This is an optimization exercise on Yosys and OpenROAD, whose aim is a short achievable clock period and few clock cycles, not a production implementation.
The RTL was checked by simulation tests, not by an equivalence proof against the original design.
Power is estimated from default activity; no workload was simulated.

==> flow/design.v <==
module CPUCore(
input clk,
input Reset,
output wire [15:0] mem_addr,
output wire        mem_we,
output wire [15:0] mem_wdata,
input  wire [15:0] mem_rdata
);
localparam CW = 9;             
localparam CN = 1 << CW;
localparam TW = 16 - CW;
localparam QD = 4;             
localparam FL = 3;             
localparam FD = 8;             
integer k, kq;
reg [15:0] pa, pwd;
reg        pwe;
reg        p_fetch, p_load;    
reg [3:0]  p_ldrd;
reg        r_fetch, r_load;    
reg [3:0]  r_ldrd;
reg [15:0] r_addr;
assign mem_addr  = pa;
assign mem_we    = pwe;
assign mem_wdata = pwd;
reg [15:0] regs [0:15];
reg [15:0] PSR;
reg [15:0] rlink [0:7];
reg [3:0]  ridx;
reg [15:0] pend;               
reg [15:0]   cd [0:CN-1];
reg [TW-1:0] ct [0:CN-1];
reg [CN-1:0] cv;
reg [15:0] qpc;
reg [15:0] qi  [0:QD-1];
reg [15:0] qp  [0:QD-1];
reg [QD-1:0] qf;               
reg [TW-1:0] qt [0:QD-1];      
reg [QD-1:0] qc;
reg [QD-1:0] qv;               
integer kv;
always @(*)
	for (kv = 0; kv < QD; kv = kv + 1)
		qv[kv] = qf[kv] || (qc[kv] && qt[kv] == qp[kv][15:CW]);
reg [QD-1:0] qs;               
reg [2:0]  qn;                 
reg [CN-1:0] qoh;              
wire byp = r_fetch && (r_addr == qpc);
reg [15:0]   c_d;
reg [TW-1:0] c_t;
reg          c_v;
integer ko;
always @(*) begin
	c_d = 16'b0; c_t = {TW{1'b0}}; c_v = 1'b0;
	for (ko = 0; ko < CN; ko = ko + 1) begin
		c_d = c_d | (cd[ko] & {16{qoh[ko]}});
		c_t = c_t | (ct[ko] & {TW{qoh[ko]}});
		c_v = c_v | (cv[ko] & qoh[ko]);
	end
end
reg [15:0] fa [0:FD-1];
reg [15:0] fd [0:FD-1];
reg [FD-1:0] fwe, fld;
reg [3:0]  frd [0:FD-1];
reg [2:0]  frp, fwp;
reg [3:0]  fn;
wire [2:0] fwp1 = fwp + 3'd1;
wire [15:0] hi  = qi[0];
wire [15:0] hpc = qp[0];
wire        hv  = (qn != 3'd0) && qv[0];
wire [3:0] op  = hi[15:12];
wire [3:0] rd  = hi[11:8];
wire [3:0] ext = hi[7:4];
wire [3:0] rs  = hi[3:0];
reg [15:0] RA_q, RB_q, lastres;
reg        fA, fB, rdy;
wire [15:0] RA = fA ? lastres : RA_q;
wire [15:0] RB = fB ? lastres : RB_q;
wire is_ls   = (op == 4'b0100) && (ext == 4'b0000 || ext == 4'b0100);
wire is_load = is_ls && (ext == 4'b0000);
wire is_jmp  = (op == 4'b0100) && !is_ls;
wire is_br   = (op == 4'b1100);
wire is_alu  = !(op == 4'b0100) && !is_br;
wire hazard = !is_br && (pend[rd] || pend[rs]);
wire go = hv && rdy && !hazard && (fn <= FD - 2);
reg [3:0]  actl;
reg [15:0] bsrc;
wire [7:0] imm = {ext, rs};
always @(*) begin
	bsrc = 16'b0;
	case (op)
	4'b0101: begin actl = 4'b0101; bsrc = {{8{imm[7]}}, imm}; end
	4'b1001: begin actl = 4'b1001; bsrc = {{8{imm[7]}}, imm}; end
	4'b1011: begin actl = 4'b1011; bsrc = {{8{imm[7]}}, imm}; end
	4'b0001: begin actl = 4'b0001; bsrc = {8'b0, imm}; end
	4'b0010: begin actl = 4'b0010; bsrc = {8'b0, imm}; end
	4'b0011: begin actl = 4'b0011; bsrc = {8'b0, imm}; end
	4'b1101: begin actl = 4'b1101; bsrc = {8'b0, imm}; end
	4'b1000:
		if (ext[2]) actl = 4'b0100;
		else if (ext[0]) begin actl = 4'b0111; bsrc = {{12{rs[3]}}, rs}; end
		else begin actl = 4'b0000; bsrc = {{12{rs[3]}}, rs}; end
	4'b1111: begin actl = 4'b1111; bsrc = {8'b0, imm}; end
	default: begin
		bsrc = RB;
		case (ext)
		4'b0101, 4'b1001, 4'b1011, 4'b0001, 4'b0010, 4'b0011, 4'b1101: actl = ext;
		default: actl = 4'b0000;
		endcase
	end
	endcase
end
reg [15:0] ares;
reg [15:0] psr_n;
reg [16:0] t;
always @(*) begin
	ares = 16'b0;
	psr_n = PSR;
	t = 17'b0;
	case (actl)
	4'b0001: ares = RA & bsrc;
	4'b0010: ares = RA | bsrc;
	4'b0011: ares = RA ^ bsrc;
	4'b1101: ares = bsrc;
	4'b0101: begin
		t = RA + bsrc;
		ares = t[15:0];
		psr_n[0] = t[16];
		psr_n[5] = (RA[15] == bsrc[15]) && (ares[15] != RA[15]);
	end
	4'b1001: begin
		t = RA + (~bsrc + 1);
		ares = t[15:0];
		psr_n[0] = t[16];
		psr_n[5] = (RA[15] != bsrc[15]) && (ares[15] != RA[15]);
	end
	4'b0100: ares = RA;
	4'b0000: ares = RA << bsrc;
	4'b0111: ares = RA >> bsrc;
	4'b1011: begin
		t = RA - bsrc;
		ares = 16'b0;
		psr_n[6] = (t[15:0] == 16'b0);
		psr_n[7] = t[16];
		psr_n[2] = t[15];
	end
	4'b1111: ares = (bsrc << 8) | RA[7:0];
	default: ares = 16'b0;
	endcase
end
wire alu_wb = is_alu && !((op == 4'b0000 && ext == 4'b1011) || op == 4'b1011);
reg cond;
always @(*) begin
	case (rd)
	4'b0000: cond = PSR[6];
	4'b0001: cond = ~PSR[6];
	4'b1101: cond = PSR[7] | PSR[6];
	4'b0010: cond = PSR[0];
	4'b0011: cond = ~PSR[0];
	4'b0100: cond = PSR[2];
	4'b0101: cond = ~PSR[2];
	4'b1010: cond = ~PSR[2] & ~PSR[6];
	4'b1011: cond = PSR[2] | PSR[6];
	4'b0110: cond = PSR[7];
	4'b0111: cond = ~PSR[7];
	4'b1000: cond = PSR[5];
	4'b1001: cond = ~PSR[5];
	4'b1100: cond = ~PSR[7] & ~PSR[6];
	4'b1110: cond = 1'b1;
	default: cond = 1'b0;
	endcase
end
wire [15:0] pc1 = hpc + 16'd1;
wire is_jal  = is_jmp && ext == 4'b1000;
wire is_jc   = is_jmp && ext == 4'b1100;
wire is_ret  = is_jmp && ext == 4'b1111;
wire ret_ok  = (ridx != 4'd0);
wire [2:0]  rtopi = ridx[2:0] - 3'd1;
wire [15:0] rtop = rlink[rtopi];
wire taken = is_br ? cond : (is_jal | (is_jc & cond) | (is_ret & ret_ok));
reg [15:0] tgt;
always @(*) begin
	if (is_br)       tgt = hpc + {{8{ext[3]}}, ext, rs};
	else if (is_ret) tgt = rtop;
	else             tgt = RB;
end
wire [15:0] npc = taken ? tgt : pc1;
wire flush = go && taken;
integer kf;
reg        fsel_any;
reg [1:0]  fsel;
always @(*) begin
	fsel_any = 1'b0; fsel = 2'd0;
	for (kf = FL - 1; kf >= 0; kf = kf - 1)
		if (kf < qn && !qv[kf] && !qs[kf]) begin fsel_any = 1'b1; fsel = kf[1:0]; end
end
wire do_fetch = fsel_any && !flush;
reg fconf;
integer kc;
always @(*) begin
	fconf = 1'b0;
	for (kc = 0; kc < FD; kc = kc + 1)
		if (fa[kc] == RB && fwe[kc] && ((kc - frp) & (FD - 1)) < fn) fconf = 1'b1;
end
wire ld_now   = go && is_load && !fconf && !do_fetch;
wire do_fifo  = !do_fetch && !ld_now && (fn != 4'd0);
reg [15:0] ni [0:QD-1];
reg [15:0] np [0:QD-1];
reg [QD-1:0] nv, ns, nc;
reg [TW-1:0] nt [0:QD-1];
reg [QD-1:0] uv, us;
reg [15:0] ui [0:QD-1];
reg [2:0] nn;
wire push = (qn < QD) && !flush;
wire pop  = go;
always @(*) begin
	for (kq = 0; kq < QD; kq = kq + 1) begin
		uv[kq] = qf[kq];
		ui[kq] = qi[kq];
		us[kq] = qs[kq] || (do_fetch && fsel == kq);
		if (!qf[kq] && r_fetch && qp[kq] == r_addr) begin
			uv[kq] = 1'b1; ui[kq] = mem_rdata;
		end
	end
	for (kq = 0; kq < QD; kq = kq + 1) begin
		if (pop && kq < QD - 1) begin
			ni[kq] = ui[kq+1]; np[kq] = qp[kq+1]; nv[kq] = uv[kq+1]; ns[kq] = us[kq+1];
			nt[kq] = qt[kq+1]; nc[kq] = qc[kq+1];
		end else if (pop) begin
			ni[kq] = ui[kq]; np[kq] = qp[kq]; nv[kq] = 1'b0; ns[kq] = 1'b0;
			nt[kq] = qt[kq]; nc[kq] = 1'b0;
		end else begin
			ni[kq] = ui[kq]; np[kq] = qp[kq]; nv[kq] = uv[kq]; ns[kq] = us[kq];
			nt[kq] = qt[kq]; nc[kq] = qc[kq];
		end
	end
	nn = qn - {2'b0, pop};
	if (push) begin
		for (kq = 0; kq < QD; kq = kq + 1)
			if (kq == nn) begin
				ni[kq] = byp ? mem_rdata : c_d;
				np[kq] = qpc;
				nv[kq] = byp;
				ns[kq] = 1'b0;
				nt[kq] = c_t;
				nc[kq] = c_v;
			end
		nn = nn + 3'd1;
	end
end
wire [15:0] nh  = pop ? qi[1] : qi[0];
wire [3:0]  nrd = nh[11:8];
wire [3:0]  nrs = nh[3:0];
wire ex_wr = go && alu_wb;
always @(posedge clk) begin
	if (!Reset || flush) rdy <= 1'b0;
	else rdy <= pop ? (qn >= 3'd2 && qv[1]) : (qn >= 3'd1 && qv[0]);
	RA_q <= (r_load && r_ldrd == nrd) ? mem_rdata : regs[nrd];
	RB_q <= (r_load && r_ldrd == nrs) ? mem_rdata : regs[nrs];
	fA <= ex_wr && rd == nrd;
	fB <= ex_wr && rd == nrs;
	if (go) lastres <= ares;
end
always @(posedge clk) begin
	if (!Reset) begin
		pa <= 16'h0; pwe <= 1'b0; pwd <= 16'h0;
		p_fetch <= 1'b0; p_load <= 1'b0; p_ldrd <= 4'd0;
		r_fetch <= 1'b1; r_load <= 1'b0; r_ldrd <= 4'd0; r_addr <= 16'h0;
		cv <= {CN{1'b0}};
		qpc <= 16'h0; qoh <= {{(CN-1){1'b0}}, 1'b1}; qn <= 3'd0; qf <= {QD{1'b0}}; qc <= {QD{1'b0}}; qs <= {QD{1'b0}};
		frp <= 2'd0; fwp <= 2'd0; fn <= 3'd0;
		PSR <= 16'h0; ridx <= 4'd0; pend <= 16'h0;
		for (k = 0; k < 16; k = k + 1) regs[k] <= 16'h0;
	end else begin
		r_fetch <= p_fetch; r_load <= p_load; r_ldrd <= p_ldrd; r_addr <= pa;
		if (do_fetch) begin
			pa <= qp[fsel]; pwe <= 1'b0; p_fetch <= 1'b1; p_load <= 1'b0;
		end else if (ld_now) begin
			pa <= RB; pwe <= 1'b0; p_fetch <= 1'b0; p_load <= 1'b1; p_ldrd <= rd;
		end else if (do_fifo) begin
			pa <= fa[frp]; pwe <= fwe[frp]; pwd <= fd[frp];
			p_fetch <= 1'b0; p_load <= fld[frp]; p_ldrd <= frd[frp];
		end else begin
			pwe <= 1'b0; p_fetch <= 1'b0; p_load <= 1'b0;
		end
		if (r_fetch) begin
			cd[r_addr[CW-1:0]] <= mem_rdata;
			ct[r_addr[CW-1:0]] <= r_addr[15:CW];
			cv[r_addr[CW-1:0]] <= 1'b1;
		end
		if (ld_now) begin
			fa[fwp] <= 16'h8000; fd[fwp] <= pc1; fwe[fwp] <= 1'b1; fld[fwp] <= 1'b0;
			fwp <= fwp + 3'd1;
		end else if (go && is_ls) begin
			fa[fwp] <= RB; fd[fwp] <= RA; fwe[fwp] <= !is_load; fld[fwp] <= is_load; frd[fwp] <= rd;
			fa[fwp1] <= 16'h8000; fd[fwp1] <= pc1; fwe[fwp1] <= 1'b1; fld[fwp1] <= 1'b0;
			fwp <= fwp + 3'd2;
		end else if (go) begin
			fa[fwp] <= 16'h8000; fd[fwp] <= npc; fwe[fwp] <= 1'b1; fld[fwp] <= 1'b0;
			fwp <= fwp + 3'd1;
		end
		if (do_fifo) frp <= frp + 3'd1;
		fn <= fn - {3'b0, do_fifo} + (go ? ((is_ls && !ld_now) ? 4'd2 : 4'd1) : 4'd0);
		if (r_load) regs[r_ldrd] <= mem_rdata;
		for (k = 0; k < 16; k = k + 1)
			pend[k] <= (pend[k] && !(r_load && r_ldrd == k)) || (go && is_load && rd == k);
		if (go && is_alu) begin
			PSR <= psr_n & 16'h00E5;
			if (alu_wb) regs[rd] <= ares;
		end
		if (go && is_jal) begin
			if (ridx < 4'd8) begin
				rlink[ridx[2:0]] <= pc1;
				ridx <= ridx + 4'd1;
			end
		end
		if (go && is_ret && ret_ok) ridx <= ridx - 4'd1;
		if (flush) begin
			qpc <= tgt; qoh <= {{(CN-1){1'b0}}, 1'b1} << tgt[CW-1:0]; qn <= 3'd0; qf <= {QD{1'b0}}; qc <= {QD{1'b0}}; qs <= {QD{1'b0}};
		end else begin
			qpc <= qpc + {15'd0, push};
			if (push) qoh <= {qoh[CN-2:0], qoh[CN-1]};
			qn <= nn;
			for (k = 0; k < QD; k = k + 1) begin
				qi[k] <= ni[k]; qp[k] <= np[k]; qt[k] <= nt[k];
			end
			qf <= nv; qc <= nc; qs <= ns;
		end
	end
end
endmodule
==> flow/run.sh <==
#!/bin/bash
# synth_recipe.tcl (not shown) runs the flow's synth.tcl, then flattens the netlist and writes it again
# the make line also repeats each setting of config.mk as NAME=value (left out here)
make -C /OpenROAD-flow-scripts/flow DESIGN_CONFIG=/design/flow/config.mk WORK_HOME=/design/flow/orfs CLKGATE_MAP_FILE= SYNTH_SCRIPT=/design/flow/synth_recipe.tcl finish
==> flow/config.mk <==
export PLATFORM = sky130hd
export DESIGN_NAME = CPUCore
export DESIGN_NICKNAME = CPUCore
export VERILOG_FILES = /design/flow/design.v
export SDC_FILE = /design/flow/constraint.sdc
export NUM_CORES = 4
export LEC_CHECK = 0
export CAP_MARGIN = 20
export CORE_MARGIN = 2
export CORE_UTILIZATION = 40
export PLACE_DENSITY = 0.6
export SETUP_SLACK_MARGIN = 5
export SLEW_MARGIN = 20
export SYNTH_MEMORY_MAX_BITS = 65536
==> flow/constraint.sdc <==
create_clock -name core_clock -period 8.0 [get_ports {clk}]
set_input_delay 1.6000 -clock core_clock [delete_from_list [all_inputs] [get_ports {clk}]]
set_output_delay 1.6000 -clock core_clock [all_outputs]
set_load 0.01 [all_outputs]
==> run summary <==
## metrics by stage
stage               hold WS [ps]  total power [mW]
floorplan                    386               104
detailed placement           404               162
CTS                          386               247
global placement             412               162
## kinds of logic after synthesis
| logic type | Yosys count | synth area share [%] |
|---|---|---|
| muxes | 540 | 1.33 |
| adders and majority gates | 118 | 0.290 |
| xor gates and xnor gates | 325 | 0.545 |
| DFF | 13825 | 77.0 |
| buffers and inverters | 2749 | 1.99 |
| and+or+nand+nor | 6696 | 5.83 |
| AOI/OAI and AO/OA | 8832 | 13.1 |
## worst max-delay path by stage
stage | depth (start not counted) | from | slack (ps) | end
after floorplan | 12 | qi[0][0] | 3010 | qi[0][0]
after global placement | 11 | qoh[199] | -250 | qi[2][1]
after detailed placement | 22 | frp[1] | 1060 | fn[2]
after CTS | 14 | qoh[193] | 3440 | qi[3][12]
## timing repair
action                       CTS
gates resized for setup     6737
setup endpoints to repair  15857
pin swaps                   1608
cloned                       348
hold buffers                   0
setup buffers               2674
## layer usage
metal | GRT overflow | global-route usage (%)
met5 | 457 | 84.9
met4 | 7945 | 95.0
met3 | 5388 | 93.4
met2 | 17424 | 102
met1 | 5470 | 94.4
## power groups by stage
stage / Combinational, mW / Sequential (mW) / Clock (mW)
after CTS: 87.7 / 88.2 / 71.0
after detailed placement: 69.8 / 91.8 / 0
after floorplan: 20.6 / 83.3 / 0
after global placement: 70.3 / 91.8 / 0
==> impl_results.md <==
- CTS Buf Count: 1,554
- Area leader, netlist: edfxtp_1
- Synth cell count leaders: edfxtp_1 (12,508), nor2_1 (3,054), clkbuf_1 (2,301), a221oi_1 (2,100), a22o_1 (2,097)
- Synth Net Count: 33,221
- Seq cells post-synth: 13,825
- Most common cell in the netlist: edfxtp_1
- Mapped Area: 522,000 um2
- Post-Syn Area per Cell: 15.8 um2
- Tool error: [ERROR GRT-0116] Global routing finished with congestion. Check the congestion regions in the DRC Viewer.
- Die width: 1150 um
- Share of flip-flops with an asynchronous set or reset: 0%
- Number of global-route vias before repair: 576,948
- Placed Instance Area: 580,000 um2
- Fail Step: 5_1_grt
- GRT Util Overall: 96.1%
- FP Rows: 419
- Main flop type after synthesis: edfxtp_1
- GP Congestion: 1.31
- Initial Util: 40.1%
- First-pass GRT wire length: 8,240,000 um
- Largest net degree at the start of global routing: 180
- Clock tree buffer depth: 6
- Clk Tree Root Cell: clkbuf_16
- Dpl hpwl: 3,850,000 um
- Gate Count Post-Synth: 33,085
- Synth warnings: 11
- Synth cell types: 96
- Clock tree sinks: 13,825
- IO Port Bufs: 50
- Status: aborted with a tool error
- Placed cell count: 51,704
- Total gr overflow: 36,684
- H-tree Lvls: 7
- Synth area leaders: edfxtp_1 (72%), dfxtp_1 (5.0%), a221oi_1 (3.5%)
- Place WS: 1060 ps
- I/O Pins: 51
- Die Y-Extent: 1150 um
- Post-synth EDFFs: 12,508
- Sequential share of the synthesized area: 77.0%
- Share of the synthesized area in the top cell type: 71.9%
Testbench counts, summed over its fixed seeds: cycles 147,732.
